Context: an optimization exercise on an open-source flow, tuned for small area. The choices shown serve that exercise and are no tape-out recipe.
The RTL was checked by simulation tests, not by an equivalence proof against the original design.
The clock cells of run 3 come from the design's own scripts or RTL, not from TritonCTS.
The flow treats the clock pin as an ideal source. Dropping or thinning the clock tree relies on that and would not hold on a real chip.
No activity file was given, so power comes from the tool's default toggle rates.

==> flow/design.v <==
module pingpang (rst,play1,play2,light,sel,dig,HSE);
input rst;
input play1,play2;
input HSE;
output [7:0] sel;
output [7:0] dig;
output [15:0] light;
reg [2:0] f5;
reg [1:0] q;
reg [2:0] cnt;
wire tick = f5[2] & ~f5[1] & ~(q[1] ^ q[0]);
wire scan = ~q[1] & q[0];
always @(posedge HSE or negedge rst)
if (!rst) begin
	f5 <= 3'b000;
	q <= 2'b00;
end
else begin
	f5 <= {f5[1], f5[0], ~(f5[1] | f5[2])};
	q <= {q[0], ~q[1]};
end
always @(posedge HSE or negedge rst)
if (!rst) cnt <= 3'd0;
else if (scan) cnt <= {cnt[2] ^ (cnt[1] & cnt[0]), cnt[1] ^ cnt[0], ~cnt[0]};
reg [5:0] cnt1;
reg [6:0] cnt2;
wire c1_39 = cnt1[5] & cnt1[2] & cnt1[1] & cnt1[0];
wire c1_40 = cnt1[5] & cnt1[3];
wire c2_lo = cnt2[6] & cnt2[2] & cnt2[1] & cnt2[0];
wire c2_79 = c2_lo & cnt2[3];
wire c2_71 = c2_lo & ~cnt2[3];
wire c2_80 = cnt2[6] & cnt2[4];
wire [5:0] c1_t = {&cnt1[4:0], &cnt1[3:0], &cnt1[2:0], &cnt1[1:0], cnt1[0], 1'b1};
wire [6:0] c2_t = {&cnt2[5:0], &cnt2[4:0], &cnt2[3:0], &cnt2[2:0], &cnt2[1:0], cnt2[0], 1'b1};
always @(posedge HSE or negedge rst)
if (!rst) cnt1 <= 6'd0;
else if (tick) cnt1 <= c1_40 ? 6'd0 : cnt1 ^ c1_t;
always @(posedge HSE or negedge rst)
if (!rst) cnt2 <= 7'd0;
else if (tick) cnt2 <= c2_80 ? 7'd0 : cnt2 ^ c2_t;
localparam [2:0] ID = 3'd0, SV = 3'd1, SC = 3'd2, CK = 3'd3, F1 = 3'd4, SL = 3'd5, W = 3'd6;
reg [2:0] ph;
reg dir;
reg off;             
reg [3:0] pos;       
reg [3:0] sum1, sum2;
reg [2:0] jushu_p1, jushu_p2;
wire [15:0] ball;
genvar gi;
generate for (gi = 0; gi < 16; gi = gi + 1) begin : g_ball
	assign ball[gi] = ~off & (pos == gi);
end endgenerate
wire [3:0] rel = pos ^ {4{dir}};
wire at_end = ~off & (&rel);
wire [3:0] stp_p = pos ^ {rel[2] & rel[1] & rel[0], rel[1] & rel[0], rel[0], 1'b1};
wire step = ~off & ((ph == SL) ? (dir ? c2_71 : c2_79) : c1_39);
wire to_sl = dir ? ball[12] : ball[3];
wire to_w  = dir ? ball[4] : ball[11];
wire hit   = dir ? ~play1 : ~play2;       
wire serve = dir ? ~play2 : ~play1;       
wire a11 = (sum1 == 4'd11), a12 = (sum1 == 4'd12), a13 = (sum1 == 4'd13);
wire b11 = (sum2 == 4'd11), b12 = (sum2 == 4'd12), b13 = (sum2 == 4'd13);
wire a_le8 = ~sum1[3] | (sum1 == 4'd8);
wire b_le8 = ~sum2[3] | (sum2 == 4'd8);
wire a_9_10 = (sum1 == 4'd9) | (sum1 == 4'd10);
wire b_9_10 = (sum2 == 4'd9) | (sum2 == 4'd10);
wire win1 = (a11 & b_le8) | (a12 & (b_9_10 | b13)) | (a13 & b11);
wire win2 = (b11 & a_le8) | (b12 & (a_9_10 | a13)) | (b13 & a11);
wire [3:0] s1_t = {&sum1[2:0], &sum1[1:0], sum1[0], 1'b1};
wire [3:0] s2_t = {&sum2[2:0], &sum2[1:0], sum2[0], 1'b1};
wire [2:0] j1_t = {&jushu_p1[1:0], jushu_p1[0], 1'b1};
wire [2:0] j2_t = {&jushu_p2[1:0], jushu_p2[0], 1'b1};
always @(posedge HSE or negedge rst)
if (!rst) begin
	ph <= ID;
	dir <= 1'b0;
	off <= 1'b1;
	pos <= 4'd0;
	sum1 <= 4'd0;
	sum2 <= 4'd0;
	jushu_p1 <= 3'd0;
	jushu_p2 <= 3'd0;
end
else if (tick) case (ph)
ID: begin
	if (!off) begin
		if (dir) jushu_p2 <= jushu_p2 ^ j2_t;
		else jushu_p1 <= jushu_p1 ^ j1_t;
	end
	off <= 1'b1;
	pos <= 4'd1;
	if (!play1) begin ph <= SV; dir <= 1'b0; end
	else if (!play2) begin ph <= SV; dir <= 1'b1; end
end
SV: begin
	off <= 1'b0;
	pos <= {4{dir}};
	ph <= F1;
end
F1: if (step) begin
		if (at_end) begin off <= 1'b1; pos <= 4'd0; end
		else pos <= stp_p;
	end
	else if (to_sl) ph <= SL;
SL: if (step) pos <= stp_p;
	else if (to_w) ph <= W;
W: if (step) pos <= stp_p;
	else if (at_end) ph <= SC;
	else if (hit) begin ph <= F1; dir <= ~dir; end
SC: begin
	if (dir) sum2 <= sum2 ^ s2_t;
	else sum1 <= sum1 ^ s1_t;
	ph <= CK;
end
CK: if (win1 | win2) begin
		sum1 <= 4'd0;
		sum2 <= 4'd0;
		ph <= ID;
		dir <= win2;
	end
	else if (serve) ph <= SV;
default: ;
endcase
assign light[14:1] = ball[14:1];
assign light[0]  = ball[0]  | (off & pos[0]);
assign light[15] = ball[15] | (off & pos[0]);
assign dig = ~(8'b1000_0000 >> cnt);
wire [2:0] jv1 = jushu_p1[2] ? 3'd4 : jushu_p1;
wire [2:0] jv2 = jushu_p2[2] ? 3'd4 : jushu_p2;
wire t1 = sum1[3] & (sum1[2] | sum1[1]);
wire t2 = sum2[3] & (sum2[2] | sum2[1]);
wire [3:0] u1 = t1 ? {2'b00, sum1[2], sum1[0]} : sum1;
wire [3:0] u2 = t2 ? {2'b00, sum2[2], sum2[0]} : sum2;
reg [3:0] v;
reg blank;
always @(*) begin
	blank = 1'b0;
	case (cnt)
	3'd0: v = {1'b0, jv1};
	3'd1: v = {1'b0, jv2};
	3'd3: v = {3'b000, t1};
	3'd4: v = u1;
	3'd6: v = {3'b000, t2};
	3'd7: v = u2;
	default: begin v = 4'd0; blank = 1'b1; end
	endcase
end
reg [6:0] seg;
always @(*)
case (v)
4'd0: seg = 7'b100_0000;
4'd1: seg = 7'b111_1001;
4'd2: seg = 7'b010_0100;
4'd3: seg = 7'b011_0000;
4'd4: seg = 7'b001_1001;
4'd5: seg = 7'b001_0010;
4'd6: seg = 7'b000_0010;
4'd7: seg = 7'b111_1000;
4'd8: seg = 7'b000_0000;
4'd9: seg = 7'b001_0000;
default: seg = 7'b111_1111;
endcase
assign sel = {1'b1, seg | {7{blank}}};
endmodule
==> flow/flow/run.sh <==
#!/bin/bash
# Layout flow: the standard ORFS flow (standard.sh) with
#  - synthesis: the standard script, but ABC maps with an area script and
#    Yosys's adder extraction is skipped (ADDER_MAP_FILE empty);
#  - port buffers: the smallest buffer, sky130_fd_sc_hd__buf_1.
# Each tool's output goes to flow.log here; ORFS's own per-step logs stay in orfs/logs.
set -euo pipefail
W=$(pwd)
export AREA_ABC_SCRIPT=$W/flow/area.abc
export FLOW_SYNTH_TCL=$W/synth_recipe.tcl
bash "$W/standard.sh" \
  SYNTH_SCRIPT="$W/flow/synth.tcl" \
  ADDER_MAP_FILE= \
  "BUFFER_PORTS_ARGS=-buffer_cell sky130_fd_sc_hd__buf_1" \
  finish > "$W/flow.log" 2>&1
==> flow/flow/area.abc <==
strash
&get -n
&fraig -x
&put
scorr
dc2
strash
&get -n
&deepsyn -T 60
&dch -f
&nf -R 1000
&put
==> flow/flow/synth.tcl <==
# The standard synthesis (synth_recipe.tcl) with one change: the final
# technology mapping runs ABC with an area-oriented script (area.abc).
proc abc {args} {
  set i [lsearch -exact $args -script]
  if {$i >= 0} {
    set args [lreplace $args $i [expr {$i + 1}] -script $::env(AREA_ABC_SCRIPT)]
  }
  yosys abc {*}$args
}
source $::env(FLOW_SYNTH_TCL)
==> flow/standard.sh <==
#!/bin/bash
# synth_recipe.tcl (not shown) runs the flow's synth.tcl, then flattens the netlist and writes it again
# the make line also repeats each setting of config.mk as NAME=value (left out here)
make -C /OpenROAD-flow-scripts/flow DESIGN_CONFIG=/design/flow/config.mk WORK_HOME=/design/flow/orfs CLKGATE_MAP_FILE= SYNTH_SCRIPT=/design/flow/synth_recipe.tcl "${@:-finish}"
==> flow/config.mk <==
export PLATFORM = sky130hd
export DESIGN_NAME = pingpang
export DESIGN_NICKNAME = pingpang
export VERILOG_FILES = /design/flow/design.v
export SDC_FILE = /design/flow/constraint.sdc
export NUM_CORES = 4
export LEC_CHECK = 0
export CAP_MARGIN = 20
export CORE_MARGIN = 2
export CORE_UTILIZATION = 35
export PLACE_DENSITY = 0.6
export SLEW_MARGIN = 20
==> flow/constraint.sdc <==
create_clock -name core_clock -period 10.0 [get_ports {HSE}]
set_input_delay 2.0000 -clock core_clock [delete_from_list [all_inputs] [get_ports {HSE}]]
set_output_delay 2.0000 -clock core_clock [all_outputs]
set_load 0.01 [all_outputs]
==> results of run 1 <==
through the flow:
stage	std cells	area (µm²)	setup WS [ns]	hold WS, ns	power (mW)
2_1_floorplan	291	2470	5.69	0.331	0.182
3_3_place_gp	421	2720	5.71	0.335	0.187
3_5_place_dp	421	2720	5.64	0.338	0.187
4_1_cts	429	2840	5.30	0.358	0.332
5_1_grt	429	2840	5.10	0.363	0.340
6_report	429	2840	5.32	0.354	0.327
cell usage in the layout, fill, tap and decap left out, types with 2 or more instances in the layout:
cell and count:
a211oi_1 5, a21oi_1 20, o21ai_0 15, xnor2_1 15, nand3_1 10, and2_0 4
buf_1 33, o211ai_1 6, nor3_1 18, and3_1 12, a22oi_1 2, nor2b_1 3
o22ai_1 3, or3_1 2, nand4_1 4, nand2b_1 9, dfrtp_1 43, or3b_1 3
nor2_1 47, o31ai_1 3, clkinv_1 11, nand2_1 27, xor2_1 3, nand3b_1 7
clkbuf_8 6
cells by family (layout without fill, tap and decap cells):
group | Yosys count | count (layout)
and+or+nand+nor | 151 | 151
AOI/OAI and AO/OA | 65 | 65
DFF | 44 | 44
xor gates and xnor gates | 18 | 18
buffers and inverters | 12 | 54
other | 1 | 1
worst max path at each step:
stage / startpoint / end / slack (ns)
final: cnt[0] / sel[3] / 5.32
after floorplan: cnt[0] / sel[3] / 5.69
after global routing: cnt[0] / sel[3] / 5.10
after CTS: cnt[0] / sel[3] / 5.30
after detailed placement: cnt[0] / sel[3] / 5.64
after global placement: cnt[0] / sel[3] / 5.71
where the power goes:
group | switching [mW] | total [mW] | internal (mW)
clock network | 0.0626 | 0.144 | 0.0818
registers | 0 | 0.178 | 0.178
logic | 0.00408 | 0.00498 | 0.000906
area by class of cell:
type | count | area [µm²]
Inverter | 11 | 41.3
Tap cell | 96 | 120
Multi-Input combinational cell | 235 | 1320
Fill cell | 662 | 3960
Timing Repair Buffer | 35 | 136
Clock inverter | 2 | 38.8
Sequential cell | 44 | 1100
Clock buffer | 6 | 82.6
sequential cells by signal (all words and copies together), names as in the netlist:
name,flops
pos,4
cnt,3
ph,3
off,1
cnt2,7
sum1,4
jushu_p2,3
dir,1
cnt1,6
q,2
f5,3
jushu_p1,3
sum2,4
routing by layer:
metal / global-route usage (%) / share of wire (%)
met5: 0 / 0
met4: 3.78 / 0.35
met3: 2.73 / 3.3
met2: 24.2 / 49
met1: 20.8 / 47
critical path, stage by stage, from the launching register on:
cell and delay [ns]:
dfrtp_1 0.48, or3_1 0.45, nor2_1 0.14, nand2_1 0.08, nand4_1 0.18, nor2_1 0.09, or4_1 0.52, a22oi_1 0.18
nand2b_1 0.13, buf_1 0.15
==> results.yml, run 1 <==
status:
  outcome: "finished clean"
route:
  postRouteAntennaNets: 0
  viasPerCell: 5.26
  via_count: 2258
  drt-initial-drc-count: 217
  wirelength_um: 5420
  drtPass1Iterations: 4
  drcViolationCount: 0
  post_drt_wl_per_cell_um: 12.6
yosys:
  synth_top_area_share_pct: 43.6
  synthAdderAreaFrac_pct: 0
  synth_area_per_cell_um2: 8.48
  yosysWarnings: 1
  synth.distinct_cells: 42
  synth_edf_count: 0
  synthMuxAreaShare_pct: 0
  yosysMostFrequentCell: "nor2_1"
  synthTopCellsByArea: "dfrtp_1 44%, nor2_1 7.1%, xnor2_1 5.3%"
  synth_xor_area_share_pct: 6.39
  synth_top_family_by_area: "simple AND/OR/NAND/NOR gates"
  syn_nets: 295
  synth-async-reset-ratio_pct: 100
  synth_ff_type: "dfrtp_1"
  synth.top_cells.by_count: "47 x nor2_1, 43 x dfrtp_1, 27 x nand2_1"
  ys_ff_latch: 44
  synth_compound_area_share_pct: 16.6
  yosysSeqAreaShare_pct: 44.7
  syn-cell-area_um2: 2470
  netlist_instances: 291
  yosysTopAreaCell: "dfrtp_1"
  synth-simple-area-share_pct: 30.3
power:
  vdd.ir_drop.worst_mv: 0.0675
  power_density_nw_per_um2: 115
  p_leak_nw: 1.16
sta:
  rsz0062_at_grt: "no"
  finalHoldViolCount: 0
  timing.final.crit_period_ns: 4.68
  fin_setup_tns_ns: 0
  fmax_ghz: 0.213
  slew_headroom_pct: 55.5
  drv_slew: 0
  setup_viol: 0
  worst_pin_slew_ns: 0.668
  period_share_pct: 46.8
  finClkSkew_ns: 0.00509
clocking:
  cts_tree: "yes"
  worstSkewPairLatency_ns: 0.29
  cts_made_buffers: 5
  cts_sinks: 44
  cts_hold_buf: 0
  clk_path_buf_depth: 2
  cts-root-buf: "clkbuf_8"
  h-tree-depth: 2
  ctsResizeCount: 0
  clk_pin_slew_ns: 0.08
  postCtsSetupRepairBufs: 0
global_routing:
  grt_util_all_layers_pct: 14.9
  grt_pass1_vias: 2060
  grt_max_degree: 45
  antenna_found_initial: 0
  gr-total-overflow: 0
  grt_pass1_wl_um: 9430
die:
  start_util_pct: 36.3
  coreArea_um2: 6790
  die_x_um: 88.0
  ioPinCount: 36
  die_height_um: 88.0
  dieArea_um2: 7740
  rows: 30
cells_and_area:
  nets: 336
  fin_util_pct: 41.8
  synthToLayoutAreaGrowth_pct: 15.0
  antenna-diode-count: 0
  drive_gt1_share_pct: 3.30
worst_setup_path:
  r2r_cells: 11
  worstSetupPathType: "reg -> out"
  cp-end-kind: "output pin"
  rr_startpoint: "dir"
  r2r-end: "pos[3]"
  start_kind: "flip-flop"
  cp.arrival_ns: 2.68
  reg2reg_slack_ns: 7.29
  worst_ep_required_time_ns: 8.00
  worst-path-max-fanout: 11
place:
  port_buffers: 34
  place_congestion: 0.851
  place_hpwl_um: 3890
worst_hold_path:
  whs_endpoint: "f5[1]"
  hold_path.class: "reg -> reg"
  min_from: "f5[0]"
  whs_path_depth: 0
job:
  maxCapViolations: 0
==> inputs of run 2 (changes only) <==
==> flow/run.sh (new file) <==
#!/bin/bash
# synth_recipe.tcl (not shown) runs the flow's synth.tcl, then flattens the netlist and writes it again
# the make line also repeats each setting of config.mk as NAME=value (left out here)
make -C /OpenROAD-flow-scripts/flow DESIGN_CONFIG=/design/flow/config.mk WORK_HOME=/design/flow/orfs CLKGATE_MAP_FILE= SYNTH_SCRIPT=/design/flow/synth_recipe.tcl finish
removed: flow/flow/run.sh
removed: flow/flow/area.abc
removed: flow/flow/synth.tcl
removed: flow/standard.sh
==> results.yml, run 2 <==
status:
  outcome: "finished clean"
global_routing:
  gr-total-overflow: 0
  grt_util_all_layers_pct: 15.2
  grt_pass1_wl_um: 12900
  grt_pass1_vias: 2712
  antenna_found_initial: 0
  grt_max_degree: 45
place:
  port_buffers: 34
  place_congestion: 0.827
  place_area_um2: 3710
  place_hpwl_um: 5460
die:
  dieArea_um2: 10300
  die_height_um: 101
  coreArea_um2: 9240
  rows: 35
  ioPinCount: 36
  die_x_um: 101
  start_util_pct: 36.0
job:
  maxCapViolations: 0
sta:
  rsz0062_at_grt: "no"
  setup_viol: 0
  worst_pin_slew_ns: 0.714
  timing.final.crit_period_ns: 5.26
  drv_slew: 0
  whs_ns: 0.359
  fmax_ghz: 0.190
  period_share_pct: 52.6
  fin_setup_tns_ns: 0
  slew_headroom_pct: 52.4
  finClkSkew_ns: 0.0184
  finalHoldViolCount: 0
cells_and_area:
  layout_common_cells: "64 x nand2_1, 43 x dfrtp_1, 40 x nor2_1, 33 x clkdlybuf4s50_1, 30 x ha_1"
  layout_commonest_cell: "nand2_1"
  reg_top3: "cnt2 x7, cnt1 x6"
  fin_util_pct: 41.4
  largest_reg_flops: 7
  fin_area_um2: 3820
  register_area_um2: 1100
  synthToLayoutAreaGrowth_pct: 15.0
  regMostFlops: "cnt2"
  antenna-diode-count: 0
  multiInputGateArea_um2: 2010
  n_fill_cell: 945
  drive_gt1_share_pct: 5.67
  nets: 456
yosys:
  synth.top_cells.by_count: "64 x nand2_1, 43 x dfrtp_1, 40 x nor2_1"
  synth-simple-area-share_pct: 24.1
  yosysTopAreaCell: "dfrtp_1"
  synth_ff_type: "dfrtp_1"
  synth_area_per_cell_um2: 8.23
  synth_top_area_share_pct: 32.4
  synthTopCellsByArea: "dfrtp_1 32%, ha_1 11%, nand2_1 7.2%"
  synth_top_family_by_area: "simple AND/OR/NAND/NOR gates"
  synth.distinct_cells: 56
  synth_edf_count: 0
  syn-cell-area_um2: 3320
  yosysMostFrequentCell: "nand2_1"
  synthMuxAreaShare_pct: 3.50
  yosysWarnings: 1
  synth_xor_area_share_pct: 2.37
  netlist_instances: 404
  synth-async-reset-ratio_pct: 100
  synth_compound_area_share_pct: 19.2
  yosysSeqAreaShare_pct: 33.2
  ys_ff_latch: 44
  synthAdderAreaFrac_pct: 11.3
  syn_nets: 438
clocking:
  postCtsSetupRepairBufs: 0
  clk_pin_slew_ns: 0.09
  clk_path_buf_depth: 2
  cts_tree: "yes"
  cts-root-buf: "clkbuf_8"
  cts_made_buffers: 5
  cts_sinks: 44
  worstSkewPairLatency_ns: 0.30
  cts_hold_buf: 0
  ctsResizeCount: 0
  h-tree-depth: 2
route:
  drtPass1Iterations: 4
  via_count: 2890
  viasPerCell: 5.24
  drcViolationCount: 0
  drt-initial-drc-count: 99
  wirelength_um: 7570
  post_drt_wl_per_cell_um: 13.7
  postRouteAntennaNets: 0
power:
  vdd.ir_drop.worst_mv: 0.0588
  power_density_nw_per_um2: 206
  p_leak_nw: 1.64
worst_setup_path:
  worst_ep_required_time_ns: 8.00
  start_kind: "flip-flop"
  cp_slowest_cell: "clkdlybuf4s50_1"
  worst-path-max-fanout: 5
  cp.arrival_ns: 3.26
  cp-end-kind: "output pin"
  crit_chain: "inv_1 > ha_1 > nor3b_1 > a22o_1 > a211oi_1 > or2_2 > inv_1 > ha_1 > or2_2 > a21oi_1 > o21ai_0 > clkdlybuf4s50_1"
  worstSetupPathType: "reg -> out"
  critPathMaxStageDelay_ns: 0.51
worst_hold_path:
  hold_path.class: "reg -> reg"
## run 2: worst paths after layout
path / from / end / slack, ns / cells after the start
setup / recovery: cnt[0] / sel[0] / 4.74 / 12
setup reg to reg: sum1[1] / sum2[3] / 7.41 / 9
min in group asynchronous: rst / ph[0] / 1.69 / 1
hold / removal: f5[0] / f5[1] / 0.36 / 0
max in group asynchronous: rst / cnt[2] / 7.91 / 1
hold reg to reg: f5[0] / f5[1] / 0.36 / 0
## run 2: critical path: cells and delay by family, from the launching register on
kind            cells  cell delay [ns]
compound gates      4             0.75
fa+ha+maj           2             0.44
buf+inv             3             0.68
flops               1             0.45
simple gates        3             0.66
## run 2: cell families after synthesis
kind of cell,count (synthesis)
compound gates,90
fa+ha+maj,30
mux,11
xor+xnor,9
simple gates,171
flops,44
buf+inv,48
other cells,1
## run 2: report_power, final
part	internal, mW	switching [mW]	leakage (nW)	total [mW]
clock network	0.0743	0.0625	0.0552	0.137
logic	0.166	0.184	1.04	0.350
registers	0.209	0.0938	0.544	0.302
## run 2: metrics by stage
stage                     cells  power (mW)  worst slack (ns)
final                       552       0.789              4.74
after global routing        552       0.855              4.42
after CTS                   551       0.792              4.74
after detailed placement    543       0.654              5.07
after global placement      543       0.645              5.12
after floorplan             404       0.539              5.64
## run 2: area by class of cell
class	count	share of cell area, %
Clock buffer	6	1.90
Clock inverter	2	0.916
Inverter	23	2.26
Multi-Input combinational cell	312	52.7
Sequential cell	44	28.8
Tap cell	129	4.22
Timing Repair Buffer	36	9.23
## run 2: layer usage
layer | up-vias | share of wire (%) | GRT usage (%)
li1 | 1452 | - | -
met1 | 1388 | 48 | 20.4
met2 | 44 | 48 | 25.6
met3 | 6 | 2.5 | 2.35
met4 | 0 | 0.86 | 4.26
met5 | - | 0 | 0
==> inputs of run 3 (changes only) <==
==> flow/flow/run.sh (new file) <==
#!/bin/bash
# Layout flow: the standard ORFS flow (standard.sh) with
#  - synthesis: the standard script, but ABC maps with an area script and
#    Yosys's adder extraction is skipped (ADDER_MAP_FILE empty);
#  - port buffers: the smallest buffer, sky130_fd_sc_hd__buf_1.
# Each tool's output goes to flow.log here; ORFS's own per-step logs stay in orfs/logs.
set -euo pipefail
W=$(pwd)
export AREA_ABC_SCRIPT=$W/flow/area.abc
export FLOW_SYNTH_TCL=$W/synth_recipe.tcl
export FLOW_CLOCK_PORT=HSE
export CLK_GROUPS=${CLK_GROUPS:-4}
export CLK_BUF=${CLK_BUF:-sky130_fd_sc_hd__clkbuf_4}
bash "$W/standard.sh" \
  SYNTH_SCRIPT="$W/flow/synth.tcl" \
  ADDER_MAP_FILE= \
  PRE_CTS_TCL="$W/flow/cts.tcl" \
  "BUFFER_PORTS_ARGS=-buffer_cell sky130_fd_sc_hd__buf_1" \
  "$@" ${TARGET:-finish} > "$W/flow.log" 2>&1
==> flow/flow/area.abc (new file) <==
strash
&get -n
&fraig -x
&put
scorr
dc2
strash
&get -n
&deepsyn -T 60
&dch -f
&nf -R 1000
&put
==> flow/flow/cts.tcl (new file) <==
proc clk_split {items axis n} {
  if {$n <= 1 || [llength $items] <= 1} { return [list $items] }
  set idx [expr {$axis eq "x" ? 1 : 2}]
  set sorted [lsort -integer -index $idx $items]
  set na [expr {$n / 2}]
  set cut [expr {int(round([llength $sorted] * double($na) / $n))}]
  set next [expr {$axis eq "x" ? "y" : "x"}]
  return [concat [clk_split [lrange $sorted 0 [expr {$cut - 1}]] $next $na] \
                 [clk_split [lrange $sorted $cut end] $next [expr {$n - $na}]]]
}

proc clock_tree_synthesis {args} {
  set block [ord::get_db_block]
  set db [ord::get_db]
  set n $::env(CLK_GROUPS)
  set master [$db findMaster $::env(CLK_BUF)]
  set port [$block findBTerm $::env(FLOW_CLOCK_PORT)]
  set clk [$port getNet]
  set items {}
  foreach it [$clk getITerms] {
    set inst [$it getInst]
    set loc [$inst getLocation]
    lappend items [list $it [lindex $loc 0] [lindex $loc 1]]
  }
  puts "manual clock tree: [llength $items] sinks, $n groups of $::env(CLK_BUF)"
  set g 0
  foreach grp [clk_split $items x $n] {
    set sx 0; set sy 0
    foreach e $grp { incr sx [lindex $e 1]; incr sy [lindex $e 2] }
    set cx [expr {$sx / [llength $grp]}]
    set cy [expr {$sy / [llength $grp]}]
    set buf [odb::dbInst_create $block $master "clkbuf_leaf_$g"]
    set net [odb::dbNet_create $block "clknet_leaf_$g"]
    $net setSigType CLOCK
    foreach e $grp {
      set it [lindex $e 0]
      $it disconnect
      $it connect $net
    }
    [$buf findITerm A] connect $clk
    [$buf findITerm X] connect $net
    $buf setLocation $cx $cy
    $buf setPlacementStatus PLACED
    puts "  clkbuf_leaf_$g: [llength $grp] sinks at ($cx, $cy)"
    incr g
  }
  $clk setSigType CLOCK
}
==> flow/flow/synth.tcl (new file) <==
# The standard synthesis (synth_recipe.tcl) with one change: the final
# technology mapping runs ABC with an area-oriented script (area.abc).
proc abc {args} {
  set i [lsearch -exact $args -script]
  if {$i >= 0} {
    set args [lreplace $args $i [expr {$i + 1}] -script $::env(AREA_ABC_SCRIPT)]
  }
  yosys abc {*}$args
}
source $::env(FLOW_SYNTH_TCL)
==> flow/standard.sh (new file) <==
#!/bin/bash
# synth_recipe.tcl (not shown) runs the flow's synth.tcl, then flattens the netlist and writes it again
# the make line also repeats each setting of config.mk as NAME=value (left out here)
make -C /OpenROAD-flow-scripts/flow DESIGN_CONFIG=/design/flow/config.mk WORK_HOME=/design/flow/orfs CLKGATE_MAP_FILE= SYNTH_SCRIPT=/design/flow/synth_recipe.tcl "${@:-finish}"
--- a/flow/config.mk
+++ b/flow/config.mk
@@ -8,5 +8,5 @@
 export CAP_MARGIN = 20
 export CORE_MARGIN = 2
-export CORE_UTILIZATION = 35
-export PLACE_DENSITY = 0.6
+export CORE_UTILIZATION = 60
+export PLACE_DENSITY = 0.75
 export SLEW_MARGIN = 20
removed: flow/run.sh
==> results.yml, run 3 <==
place:
  place_hpwl_um: 3640
  place_congestion: 0.931
  port_buffers: 34
  placedCellCount: 374
die:
  coreArea_um2: 3970
  ioPinCount: 36
  rows: 23
  die_x_um: 68.1
  dieArea_um2: 4640
  die_height_um: 68.1
  start_util_pct: 62.2
global_routing:
  grt_pass1_vias: 1910
  grt_pass1_wl_um: 8280
  grt_util_all_layers_pct: 22.1
  grt_max_degree: 45
  antenna_found_initial: 0
  gr-total-overflow: 0
route:
  drtPass1Iterations: 5
  post_drt_wl_per_cell_um: 13.4
  wirelength_um: 5070
  via_count: 2229
  drcViolationCount: 0
  viasPerCell: 5.90
  drt-initial-drc-count: 128
  postRouteAntennaNets: 0
worst_setup_path:
  cp_slowest_cell: "or4_1"
  worstSetupPathType: "reg -> out"
  cp_top_family: "simple AND/OR/NAND/NOR gates"
  crit_chain: "or3_1 > nor2_1 > nand2_1 > nand4_1 > nor2_1 > or4_1 > a22oi_1 > nand2b_1 > buf_1"
  cp-end-kind: "output pin"
  cp.arrival_ns: 2.59
  critPathMaxStageDelay_ns: 0.53
  timing.critical_path.buf_inv: 1
  worst_ep_required_time_ns: 8.00
  start_kind: "flip-flop"
  worst-path-max-fanout: 11
  crit_top_cell: "nor2_1"
worst_hold_path:
  hold_path.class: "reg -> reg"
yosys:
  synth_area_per_cell_um2: 8.48
  yosysSeqAreaShare_pct: 44.7
  synth-async-reset-ratio_pct: 100
  synth.distinct_cells: 42
  syn-cell-area_um2: 2470
  synth_edf_count: 0
  synthTopCellsByArea: "dfrtp_1 44%, nor2_1 7.1%, xnor2_1 5.3%"
  synth_ff_type: "dfrtp_1"
  yosysWarnings: 1
  netlist_instances: 291
  yosysMostFrequentCell: "nor2_1"
  yosysTopAreaCell: "dfrtp_1"
  synth_top_area_share_pct: 43.6
  synth.top_cells.by_count: "47 x nor2_1, 43 x dfrtp_1, 27 x nand2_1"
  syn_nets: 295
  ys_ff_latch: 44
sta:
  finClkSkew_ns: 0.0140
  slew_headroom_pct: 52.2
  timing.final.crit_period_ns: 4.59
  worst_pin_slew_ns: 0.711
  finalHoldViolCount: 0
  setup_viol: 0
  rsz0062_at_grt: "no"
  drv_slew: 0
  fmax_ghz: 0.218
  period_share_pct: 45.9
  fin_setup_tns_ns: 0
status:
  outcome: "finished clean"
cells_and_area:
  reg_top3: "cnt2 x7, cnt1 x6"
  antenna-diode-count: 0
  drive_gt1_share_pct: 1.83
  nets: 334
  largest_reg_flops: 7
  synthToLayoutAreaGrowth_pct: 8.77
  n_fill_cell: 332
  layout_common_cells: "47 x nor2_1, 43 x dfrtp_1, 33 x buf_1, 27 x nand2_1, 20 x a21oi_1"
  final_cell_count_no_fill: 378
  regMostFlops: "cnt2"
  layout_commonest_cell: "nor2_1"
power:
  p_leak_nw: 1.11
  power_density_nw_per_um2: 91.3
  vdd.ir_drop.worst_mv: 0.105
job:
  maxCapViolations: 0
clocking:
  ctsResizeCount: 0
  cts_hold_buf: 0
  postCtsSetupRepairBufs: 0
  worstSkewPairLatency_ns: 0.17
  clk_pin_slew_ns: 0.12
-- run 3: changes by cell type after synthesis, moves of 5 or more --
cell,previous run,this run
clkbuf_1,15,0
and3_1,2,12
ha_1,30,0
mux2i_1,6,0
inv_1,23,0
nor3_1,11,18
buf_2,5,0
a21oi_1,13,20
nand2_1,64,27
xnor2_1,6,15
nor2_1,40,47
mux2_2,5,0
clkinv_1,0,11
-- run 3: final cells by class --
type                       instances  area [µm²]  share of cell area, %
tap                               50        62.6                   2.33
inverter                          11        41.3                   1.54
timing repair buffer              34         131                   4.89
sequential                        44        1100                   41.1
multi-input combinational        235        1320                   49.1
buffer                             4        30.0                   1.12
-- run 3: cells by family (layout without fill, tap and decap cells) --
logic type             after synthesis  count (layout)  synth area share (%)
AO/OA/AOI/OAI                       65              65                  16.6
XOR/XNOR                            18              18                  6.39
other                                1               1                 0.152
buffers and inverters               12              49                  1.98
flip-flops                          44              44                  44.7
AND/OR/NAND/NOR                    151             151                  30.3
-- run 3: worst paths after layout --
check | slack [ns] | end | from | cells past startpoint
max | 5.41 | sel[3] | cnt[0] | 9
max in group asynchronous | 7.81 | q[0] | rst | 1
min reg2reg | 0.36 | f5[1] | f5[0] | 0
min | 0.36 | f5[1] | f5[0] | 0
max reg2reg | 7.28 | pos[3] | dir | 11
min in group asynchronous | 1.80 | pos[2] | rst | 1
-- run 3: layer usage --
layer | track usage [%] | part of all wire (%)
met5 | 0 | 0
met3 | 1.15 | 4.1
met4 | 4.25 | 1.5
met2 | 38.8 | 47
met1 | 30.6 | 47
-- run 3: metrics by stage --
| step | power, mW | cell area (µm²) | setup WS [ns] | util, % | hold slack [ns] |
|---|---|---|---|---|---|
| floorplan | 0.182 | 2470 | 5.69 | - | 0.331 |
| global placement | 0.186 | 2650 | 5.71 | 66.8 | 0.335 |
| detailed placement | 0.186 | 2650 | 5.63 | 66.8 | 0.340 |
| CTS | 0.232 | 2680 | 5.63 | 67.5 | 0.340 |
| global route | 0.254 | 2690 | 5.23 | 67.6 | 0.375 |
| finish | 0.245 | 2690 | 5.41 | 67.6 | 0.363 |
-- run 3: power by group --
part           leakage [nW]  switching [mW]  internal (mW)
Clock                0.0184          0.0433         0.0192
Combinational         0.528         0.00398       0.000774
Sequential            0.566               0          0.178
Total                  1.11          0.0473          0.198

[afterwards: timing with drivers on the ports]
How much do the figures lean on ideal ports? The routed layouts below were timed once more, with nothing changed but the port constraints. Step 1 assumes that a clkbuf_16 drives the clock port and a buf_2 every other input. Step 2, shift: input delay + t, output delay - t, t = (earliest + latest rising clock arrival at the registers) / 2. This alone moves slack from input paths to output paths. Three values: no drivers, after step 1, after step 2; two values: the first two.
| run | t, ns | setup slack, ns | latest minus earliest clock arrival (ns) |
|---|---|---|---|
| run 1 | 0.312 | 5.316 / 5.290 / 5.603 | 0.005 / 0.005 |
| run 2 | 0.320 | 4.738 / 4.708 / 5.028 | 0.018 / 0.018 |
| run 3 | 0.212 | 5.407 / 5.363 / 5.575 | 0.014 / 0.014 |
After both steps setup and hold are still met in every run listed.
